From an optimization exercise on the open Yosys and OpenROAD flow, aimed at small area, a short achievable clock period and few clock cycles per item; shortcuts taken in it are not production practice.
At most, simulation tests tie the RTL to the original design; equivalence was not proved.
Power figures rest on the tool's default switching activity, not on a simulated workload.

==> v27 <==
==> flow/design.v (excerpt) <==
module division_float_32(clock, start, operand1, operand2, result, finish, illegal);
clock: 5.5 ns
lec_check: 0
abc_area: 1
cap_margin: 20
core_margin: 2
core_utilization: 60
setup_slack_margin: 1.9
slew_margin: 20
standard.sh (not shown) runs the stock make flow with config.mk's settings and CLKGATE_MAP_FILE= SYNTH_SCRIPT=/design/flow/synth_recipe.tcl, a recipe that flattens the netlist after the stock synthesis.
==> flow/flow/run.sh <==
#!/bin/bash
# The standard layout (standard.sh: the standard synthesis and ORFS flow),
# with plain buffers (sky130_fd_sc_hd__buf_1) on the ports instead of the
# default delay-cell buffers. make's full output goes to standard_flow.log;
# ORFS keeps each step's own log under orfs/logs/.
set -euo pipefail
bash standard.sh BUFFER_PORTS_ARGS="-buffer_cell sky130_fd_sc_hd__buf_1" finish > standard_flow.log 2>&1
==> v25 (differences from v27) <==
--- a/flow/design.v
+++ b/flow/design.v
@@ -1,16 +1,16 @@
 module division_float_32(clock, start, operand1, operand2, result, finish, illegal);
 	input clock;
 	input start;
 	input [31:0] operand1, operand2;
 	output [31:0] result;
 	output finish;
 	output illegal;
-	wire [23:0] m1 = {1'b1, operand1[22:0]};
-	wire [23:0] m2 = {1'b1, operand2[22:0]};
+	wire [23:0] m1 = {1'b1, operand1[22:0]};    
+	wire [23:0] m2 = {1'b1, operand2[22:0]};    
 	wire        big = ge23(operand1[22:0], operand2[22:0]);    
 	wire [9:0]  u   = {2'b0, operand1[30:23]} + {2'b0, ~operand2[30:23]} + 10'd128;
 	wire        unf = (u[9:8] == 2'b00);
 	wire [7:0]  ex1 = u[7:0];
 	wire [7:0]  ex0 = u[7:0] - 8'd1;
 	reg  [7:0]  exp_r;
 	reg         zero_r, sign_r;
@@ -160,26 +160,26 @@
 			step = {c[25], diff, inj};
 		end
 	endfunction
 	reg  [24:0] r;       
 	reg  [22:0] L;       
 	reg  [3:0]  cnt;
 	wire done = (cnt == 4'd12);
-	wire [25:0] s0 = step(r, d, L[22]);
-	wire [25:0] s1 = step(s0[24:0], d, L[21]);
+	wire [25:0] t0 = step(r, d, L[22]);
+	wire [25:0] t1 = step(t0[24:0], d, L[21]);
 	always @(posedge clock) begin
 		if (start)
 			r <= big ? {1'b0, m1} : {m1, 1'b0};
 		else
-			r <= s1[24:0];
+			r <= t1[24:0];
 		if (start) begin
 			L   <= big ? {1'b0, m2[23:2]} : m2[23:1];
 			cnt <= 4'd0;
 		end else if (!done) begin
-			L   <= {L[20:0], s0[25] & ~zero_r, s1[25] & ~zero_r};
+			L   <= {L[20:0], t0[25] & ~zero_r, t1[25] & ~zero_r};
 			cnt <= cnt + 4'd1;
 		end
 	end
 	assign result = {sign_r, exp_r, L};
 	assign finish = done;
 	assign illegal = (operand2 == 32'd0);
 endmodule
- CORE_UTILIZATION: 60 -> 65
- SETUP_SLACK_MARGIN: 1.9 -> 1.85
==> v33 (differences from v27) <==
--- a/flow/design.v
+++ b/flow/design.v
@@ -10,15 +10,15 @@
 	wire        big = ge23(operand1[22:0], operand2[22:0]);    
 	wire [9:0]  u   = {2'b0, operand1[30:23]} + {2'b0, ~operand2[30:23]} + 10'd128;
 	wire        unf = (u[9:8] == 2'b00);
 	wire [7:0]  ex1 = u[7:0];
 	wire [7:0]  ex0 = u[7:0] - 8'd1;
 	reg  [7:0]  exp_r;
 	reg         zero_r, sign_r;
-	reg  [22:0] d;       
+	reg  [22:0] d;
 	always @(posedge clock) begin
 		d <= operand2[22:0];
 		exp_r  <= (unf || operand1 == 32'd0) ? 8'd0 :
 		          big ? ex1 : ex0;
 		zero_r <= (operand1 == 32'd0);
 		sign_r <= (operand1[31] ^ operand2[31]) & (operand1 != 32'd0);
 	end
@@ -92,16 +92,14 @@
 		reg [24:0] b, g, p;
 		reg [24:0] G1, P1;
 		reg [24:0] G2, P2;
 		reg [24:0] G3, P3;
 		reg [24:0] G4, P4;
 		reg [24:0] G5, P5;
 		reg [24:0] G6, P6;
-		reg [24:0] G7, P7;
-		reg [24:0] G8, P8;
 		reg [25:0] c;
 		reg [23:0] diff;
 		begin
 			b = {1'b1, 1'b0, ~dd};
 			g = r & b;
 			p = r | b;
 			g[0] = g[0] | p[0];   
@@ -122,64 +120,64 @@
 			G2[3] = G1[3] | (P1[3] & G1[1]); P2[3] = P1[3] & P1[1];
 			G2[7] = G1[7] | (P1[7] & G1[5]); P2[7] = P1[7] & P1[5];
 			G2[11] = G1[11] | (P1[11] & G1[9]); P2[11] = P1[11] & P1[9];
 			G2[15] = G1[15] | (P1[15] & G1[13]); P2[15] = P1[15] & P1[13];
 			G2[19] = G1[19] | (P1[19] & G1[17]); P2[19] = P1[19] & P1[17];
 			G2[23] = G1[23] | (P1[23] & G1[21]); P2[23] = P1[23] & P1[21];
 			G3 = G2; P3 = P2;
+			G3[5] = G2[5] | (P2[5] & G2[3]); P3[5] = P2[5] & P2[3];
 			G3[7] = G2[7] | (P2[7] & G2[3]); P3[7] = P2[7] & P2[3];
+			G3[13] = G2[13] | (P2[13] & G2[11]); P3[13] = P2[13] & P2[11];
 			G3[15] = G2[15] | (P2[15] & G2[11]); P3[15] = P2[15] & P2[11];
+			G3[21] = G2[21] | (P2[21] & G2[19]); P3[21] = P2[21] & P2[19];
 			G3[23] = G2[23] | (P2[23] & G2[19]); P3[23] = P2[23] & P2[19];
 			G4 = G3; P4 = P3;
+			G4[9] = G3[9] | (P3[9] & G3[7]); P4[9] = P3[9] & P3[7];
+			G4[11] = G3[11] | (P3[11] & G3[7]); P4[11] = P3[11] & P3[7];
+			G4[13] = G3[13] | (P3[13] & G3[7]); P4[13] = P3[13] & P3[7];
 			G4[15] = G3[15] | (P3[15] & G3[7]); P4[15] = P3[15] & P3[7];
 			G5 = G4; P5 = P4;
+			G5[17] = G4[17] | (P4[17] & G4[15]); P5[17] = P4[17] & P4[15];
+			G5[19] = G4[19] | (P4[19] & G4[15]); P5[19] = P4[19] & P4[15];
+			G5[21] = G4[21] | (P4[21] & G4[15]); P5[21] = P4[21] & P4[15];
 			G5[23] = G4[23] | (P4[23] & G4[15]); P5[23] = P4[23] & P4[15];
 			G6 = G5; P6 = P5;
-			G6[11] = G5[11] | (P5[11] & G5[7]); P6[11] = P5[11] & P5[7];
-			G6[19] = G5[19] | (P5[19] & G5[15]); P6[19] = P5[19] & P5[15];
-			G7 = G6; P7 = P6;
-			G7[5] = G6[5] | (P6[5] & G6[3]); P7[5] = P6[5] & P6[3];
-			G7[9] = G6[9] | (P6[9] & G6[7]); P7[9] = P6[9] & P6[7];
-			G7[13] = G6[13] | (P6[13] & G6[11]); P7[13] = P6[13] & P6[11];
-			G7[17] = G6[17] | (P6[17] & G6[15]); P7[17] = P6[17] & P6[15];
-			G7[21] = G6[21] | (P6[21] & G6[19]); P7[21] = P6[21] & P6[19];
-			G8 = G7; P8 = P7;
-			G8[2] = G7[2] | (P7[2] & G7[1]); P8[2] = P7[2] & P7[1];
-			G8[4] = G7[4] | (P7[4] & G7[3]); P8[4] = P7[4] & P7[3];
-			G8[6] = G7[6] | (P7[6] & G7[5]); P8[6] = P7[6] & P7[5];
-			G8[8] = G7[8] | (P7[8] & G7[7]); P8[8] = P7[8] & P7[7];
-			G8[10] = G7[10] | (P7[10] & G7[9]); P8[10] = P7[10] & P7[9];
-			G8[12] = G7[12] | (P7[12] & G7[11]); P8[12] = P7[12] & P7[11];
-			G8[14] = G7[14] | (P7[14] & G7[13]); P8[14] = P7[14] & P7[13];
-			G8[16] = G7[16] | (P7[16] & G7[15]); P8[16] = P7[16] & P7[15];
-			G8[18] = G7[18] | (P7[18] & G7[17]); P8[18] = P7[18] & P7[17];
-			G8[20] = G7[20] | (P7[20] & G7[19]); P8[20] = P7[20] & P7[19];
-			G8[22] = G7[22] | (P7[22] & G7[21]); P8[22] = P7[22] & P7[21];
-			G8[24] = G7[24] | (P7[24] & G7[23]); P8[24] = P7[24] & P7[23];
-			c = {G8, 1'b1};
+			G6[2] = G5[2] | (P5[2] & G5[1]); P6[2] = P5[2] & P5[1];
+			G6[4] = G5[4] | (P5[4] & G5[3]); P6[4] = P5[4] & P5[3];
+			G6[6] = G5[6] | (P5[6] & G5[5]); P6[6] = P5[6] & P5[5];
+			G6[8] = G5[8] | (P5[8] & G5[7]); P6[8] = P5[8] & P5[7];
+			G6[10] = G5[10] | (P5[10] & G5[9]); P6[10] = P5[10] & P5[9];
+			G6[12] = G5[12] | (P5[12] & G5[11]); P6[12] = P5[12] & P5[11];
+			G6[14] = G5[14] | (P5[14] & G5[13]); P6[14] = P5[14] & P5[13];
+			G6[16] = G5[16] | (P5[16] & G5[15]); P6[16] = P5[16] & P5[15];
+			G6[18] = G5[18] | (P5[18] & G5[17]); P6[18] = P5[18] & P5[17];
+			G6[20] = G5[20] | (P5[20] & G5[19]); P6[20] = P5[20] & P5[19];
+			G6[22] = G5[22] | (P5[22] & G5[21]); P6[22] = P5[22] & P5[21];
+			G6[24] = G5[24] | (P5[24] & G5[23]); P6[24] = P5[24] & P5[23];
+			c = {G6, 1'b1};
 			diff = r[23:0] ^ ({24{c[25]}} & (b[23:0] ^ c[23:0]));
 			step = {c[25], diff, inj};
 		end
 	endfunction
-	reg  [24:0] r;       
-	reg  [22:0] L;       
+	reg  [24:0] r;
+	reg  [22:0] L;
 	reg  [3:0]  cnt;
 	wire done = (cnt == 4'd12);
 	wire [25:0] s0 = step(r, d, L[22]);
 	wire [25:0] s1 = step(s0[24:0], d, L[21]);
 	always @(posedge clock) begin
 		if (start)
 			r <= big ? {1'b0, m1} : {m1, 1'b0};
 		else
 			r <= s1[24:0];
 		if (start) begin
 			L   <= big ? {1'b0, m2[23:2]} : m2[23:1];
 			cnt <= 4'd0;
 		end else if (!done) begin
-			L   <= {L[20:0], s0[25] & ~zero_r, s1[25] & ~zero_r};
+			L   <= {L[20:0], s0[25], s1[25]};
 			cnt <= cnt + 4'd1;
 		end
 	end
-	assign result = {sign_r, exp_r, L};
+	assign result = {sign_r, exp_r, L & {23{~zero_r}}};
 	assign finish = done;
 	assign illegal = (operand2 == 32'd0);
 endmodule
==> flow/flow/run.sh (replaced) <==
#!/bin/bash
# The standard layout, with plain buffers (sky130_fd_sc_hd__buf_1) on the
# ports instead of the default delay-cell buffers.
set -euo pipefail
bash standard.sh BUFFER_PORTS_ARGS="-buffer_cell sky130_fd_sc_hd__buf_1" finish > standard_flow.log 2>&1
- CORE_UTILIZATION: 60 -> 55
- CTS_BUF_LIST: default -> sky130_fd_sc_hd__clkbuf_2 sky130_fd_sc_hd__clkbuf_4 sky130_fd_sc_hd__clkbuf_8
- SETUP_SLACK_MARGIN: 1.9 -> 1.6
==> comparison table <==
| item | v33 | v27 | v25 |
|---|---|---|---|
| Detailed-route wire length on metal 1 | 9.72 mm | 8.91 mm | 8.37 mm |
| Largest area contributor in the netlist | dfxtp_1 | nand2_1 | nand2_1 |
| Number of standard cells after synthesis | 1155 | 1117 | 1117 |
| Total power after layout | 4.64 mW | 5.19 mW | 4.79 mW |
| Switching Fraction | 0.548 | 0.525 | 0.557 |
| Maximum resistive drop on vdd | 355 µV | 318 µV | 314 µV |
| Part of the Yosys area used for sequential elements | 0.272 | 0.282 | 0.282 |
| Final critical-path setup slack | 1.83 ns | 2.03 ns | 1.96 ns |
| Result of the run | timing/DRC/antenna clean | timing/DRC/antenna clean | timing/DRC/antenna clean |
| Mean instance size in the synthesized netlist | 6.16 µm² | 6.14 µm² | 6.14 µm² |
| Cells after DPL | 1396 | 1330 | 1323 |
| Minimum clock period after layout | 3.67 ns | 3.47 ns | 3.54 ns |
| Worst slack after detailed placement | 1.37 ns | 1.21 ns | 1.19 ns |
| Crit path buf inv count | 2 | 2 | 4 |
| Number of stages on the worst setup path | 16 | 5 | 20 |
| Clock root buffer master | clkbuf_8 | clkbuf_16 | clkbuf_8 |
| Top cell type's share of synthesized area | 0.174 | 0.184 | 0.184 |
| Per-cell routed wire length | 14.3 µm | 15.2 µm | 15.0 µm |
| Multi-input gate share of the layout cell area | 0.554 | 0.552 | 0.562 |
| Sequential share of power | 0.195 | 0.178 | 0.193 |
| Timing startpoint of the critical path | operand1[1] | operand2[10] | operand2[1] |
| Cell area after placement | 0.00753 mm² | 0.00725 mm² | 0.00724 mm² |
| Data arrival time at the worst-slack endpoint | 3.93 ns | 2.37 ns | 3.85 ns |
| Wire length on met3 | 1.34 mm | 1.85 mm | 2.25 mm |
| Hold Path Origin | cnt[3] | cnt[2] | cnt[2] |
| Via density per instance | 5.33 | 5.69 | 5.72 |
| Critical path required time | 5.76 ns | 4.40 ns | 5.81 ns |
Testbench counts of v25, summed over its fixed seeds: cycles 26,624, items 2,048.
Testbench counts of v33, summed over its fixed seeds: cycles 26,624, items 2,048.
Function not checked in v27: the RTL went through the layout flow alone.

* * *

==> 12-09 <==
==> flow/design.v <==
`timescale 1ns / 1ps
module division_float_32(clock, start, operand1, operand2, result, finish, illegal);
	input clock;  
	input start;  
	input [31:0] operand1, operand2;  
	output reg [31:0] result;  
	output reg finish;  
	output illegal;  
	reg [7:0] exponent;
	reg [23:0] significand1, significand2;
	reg [95:0] temp_operand1, temp_operand2;  
	reg [95:0] sub_result;
	reg [5:0] step;  
	always @(posedge clock) begin  
		if(start) begin
			significand1 = {1'b1, operand1[22:0]};
			significand2 = {1'b1, operand2[22:0]};
			temp_operand1 = {significand1, 24'b0};  
			temp_operand2 = {significand2, 48'b0};  
			finish = 0;
			step = 0;
		end
		if(step == 48) begin  
			sub_result = temp_operand1;  
			exponent = 127 + operand1[30:23] - operand2[30:23];
			if(sub_result[72:48] * 2 > significand2) begin
				sub_result = sub_result + 1;
			end
			if(sub_result[24]) begin
				result[22:0] = sub_result[23:1];
			end else begin
				exponent = exponent - 1;
				result[22:0] = sub_result[22:0];
			end
			if((127 + operand1[30:23]) < operand2[30:23]) begin
				exponent = 0;
			end
			result[31] = operand1[31] ^ operand2[31];
			result[30:23] = exponent;
			if(operand1 == 0) result = 0;
			finish = 1;
		end else begin  
			temp_operand1 = temp_operand1 << 1;  
			if (temp_operand1 >= temp_operand2) temp_operand1 = temp_operand1 - temp_operand2 + 1;
			step = step + 1;  
		end
	end
	assign illegal = (operand2 == 0) ? 1 : 0;  
endmodule
==> flow/run.sh <==
#!/bin/bash
# synth_recipe.tcl (not shown) runs the flow's synth.tcl, then flattens the netlist and writes it again
# the make line also repeats each setting of config.mk as NAME=value (left out here)
make -C /OpenROAD-flow-scripts/flow DESIGN_CONFIG=/design/flow/config.mk WORK_HOME=/design/flow/orfs CLKGATE_MAP_FILE= SYNTH_SCRIPT=/design/flow/synth_recipe.tcl finish
==> flow/config.mk <==
export PLATFORM = sky130hd
export DESIGN_NAME = division_float_32
export DESIGN_NICKNAME = division_float_32
export VERILOG_FILES = /design/flow/design.v
export SDC_FILE = /design/flow/constraint.sdc
export NUM_CORES = 4
export LEC_CHECK = 0
export CAP_MARGIN = 20
export CORE_MARGIN = 2
export CORE_UTILIZATION = 40
export SLEW_MARGIN = 20
==> flow/constraint.sdc <==
create_clock -name core_clock -period 5.5 [get_ports {clock}]
set_input_delay 1.1000 -clock core_clock [delete_from_list [all_inputs] [get_ports {clock}]]
set_output_delay 1.1000 -clock core_clock [all_outputs]
set_load 0.01 [all_outputs]
==> 02-01: changes against 12-09 <==
==> flow/design.v (replaced) <==
module division_float_32(clock, start, operand1, operand2, result, finish, illegal);
	input clock;
	input start;
	input [31:0] operand1, operand2;
	output [31:0] result;
	output finish;
	output illegal;
	wire [23:0] m1 = {1'b1, operand1[22:0]};
	wire [23:0] m2 = {1'b1, operand2[22:0]};
	wire        big = operand1[22:0] >= operand2[22:0];    
	reg  [7:0]  exp_r;
	reg         zero_r, sign_r;
	reg  [22:0] d;
	always @(posedge clock) begin
		d <= operand2[22:0];
		exp_r  <= (({1'b0, operand1[30:23]} + 9'd127) < {1'b0, operand2[30:23]} || operand1 == 32'd0) ? 8'd0 :
		          operand1[30:23] + ~operand2[30:23] + 8'd127 + {7'd0, big};
		zero_r <= (operand1 == 32'd0);
		sign_r <= (operand1[31] ^ operand2[31]) & (operand1 != 32'd0);
	end
	function automatic [25:0] step(input [24:0] r, input [22:0] dd, input inj);
		reg [25:0] c;
		begin
			c = {1'b0, r} - {2'b01, dd};
			step = c[25] ? {1'b0, r[23:0], inj} : {1'b1, c[23:0], inj};
		end
	endfunction
	reg  [24:0] r;       
	reg  [22:0] L;       
	reg  [3:0]  cnt;
	wire done = (cnt == 4'd12);
	wire [25:0] s0 = step(r, d, L[22]);
	wire [25:0] s1 = step(s0[24:0], d, L[21]);
	always @(posedge clock) begin
		if (start)
			r <= big ? {1'b0, m1} : {m1, 1'b0};
		else
			r <= s1[24:0];
		if (start) begin
			L   <= big ? {1'b0, m2[23:2]} : m2[23:1];
			cnt <= 4'd0;
		end else if (!done) begin
			L   <= {L[20:0], s0[25], s1[25]};
			cnt <= cnt + 4'd1;
		end
	end
	assign result = {sign_r, exp_r, L & {23{~zero_r}}};
	assign finish = done;
	assign illegal = (operand2 == 32'd0);
endmodule
==> flow/flow/run.sh (new file) <==
#!/bin/bash
# The standard layout, with plain buffers (sky130_fd_sc_hd__buf_1) on the
# ports instead of the default delay-cell buffers.
set -euo pipefail
bash standard.sh BUFFER_PORTS_ARGS="-buffer_cell sky130_fd_sc_hd__buf_1" finish > standard_flow.log 2>&1
==> flow/standard.sh (new file) <==
#!/bin/bash
# synth_recipe.tcl (not shown) runs the flow's synth.tcl, then flattens the netlist and writes it again
# the make line also repeats each setting of config.mk as NAME=value (left out here)
make -C /OpenROAD-flow-scripts/flow DESIGN_CONFIG=/design/flow/config.mk WORK_HOME=/design/flow/orfs CLKGATE_MAP_FILE= SYNTH_SCRIPT=/design/flow/synth_recipe.tcl "${@:-finish}"
--- a/flow/config.mk
+++ b/flow/config.mk
@@ -9,3 +9,3 @@
 export CORE_MARGIN = 2
-export CORE_UTILIZATION = 40
+export CORE_UTILIZATION = 70
 export SLEW_MARGIN = 20
removed: flow/run.sh
==> comparison <==
Clock skew: 02-01 is lower than 12-09 (14 ps).
Fmax: 02-01 is smaller than 12-09 (about 7%).
The final area of 12-09 is 2.9 times that of 02-01.
The clock power of 12-09 is 4.4 times that of 02-01.
Of 12-09 and 02-01, 02-01 has the higher core utilization (gap 34 points).
In 02-01 the register-to-register slack is worse than in 12-09, by 1000 ps.
==> figures <==
	12-09	02-01
Run status	complete, no violations	complete, no violations
Most frequent standard cell in the layout excluding fill and tap cells	nand2_1	nor2_1
Buffers from clock root to sink, at most	3	2
Xor/xnor cell area share of the yosys netlist	0.0569	0.0556
Required time at the endpoint of the critical path	6010 ps	5770 ps
Count of multi-input gates	2,041	688
CTS H-Tree Depth	1	3
Sequential cell count of the final layout	254	85
Worst Setup Slack post-DPL	73.7 ps	121 ps
Routed WL per cell	17.6 um	18.4 um
Total power	13.1 mW	5.54 mW
Std-Cell Core Area	51,300 um2	10,300 um2
Area share of fa/ha/maj cells after synthesis	0.166	0.167
Testbench counts of 12-09, summed over its fixed seeds: cycles 100,352, items 2,048.

[separate check: timing with driven ports]
The flow's constraints put no driver on any port. The routed layouts listed below were extracted and timed again, unchanged, in two steps.
Step 1: set_driving_cell puts a clkbuf_16 on clock and a buf_2 on each other input, an assumption about the parent block.
Step 2 times the ports against the registers' clock, not the clock port: input delays grow and output delays shrink by t, the midpoint of the rising clock arrivals with the driver on.
Three values: ideal, step 1, step 2; two values: the first two.
| run | t, ns | slack for setup (ns) | worst hold slack (ns) | clock arrival spread, ns | pins driven straight from the clock port |
|---|---|---|---|---|---|
| v27 | 0.384 | 2.029 / 2.009 / 1.700 | 0.487 / 0.487 / 0.487 | 0.004 / 0.005 | 1 |
| v25 | 0.407 | 1.956 / 1.971 / 1.564 | 0.489 / 0.489 / 0.489 | 0.016 / 0.016 | 1 |
| v33 | 0.408 | 1.833 / 1.847 / 1.439 | 0.475 / 0.475 / 0.475 | 0.007 / 0.007 | 1 |
| 12-09 | 0.645 | 0.565 / 0.598 / -0.046 | 0.428 / 0.428 / 0.428 | 0.025 / 0.025 | 1 |
| 02-01 | 0.419 | 0.197 / 0.197 / 0.197 | 0.536 / 0.536 / 0.536 | 0.011 / 0.010 | 1 |
With both steps, setup timing fails in 12-09, where it was met with ideal ports. For 12-09, which loses most, drivers alone change the setup slack by +0.033 ns; drivers and shift together by -0.611 ns.
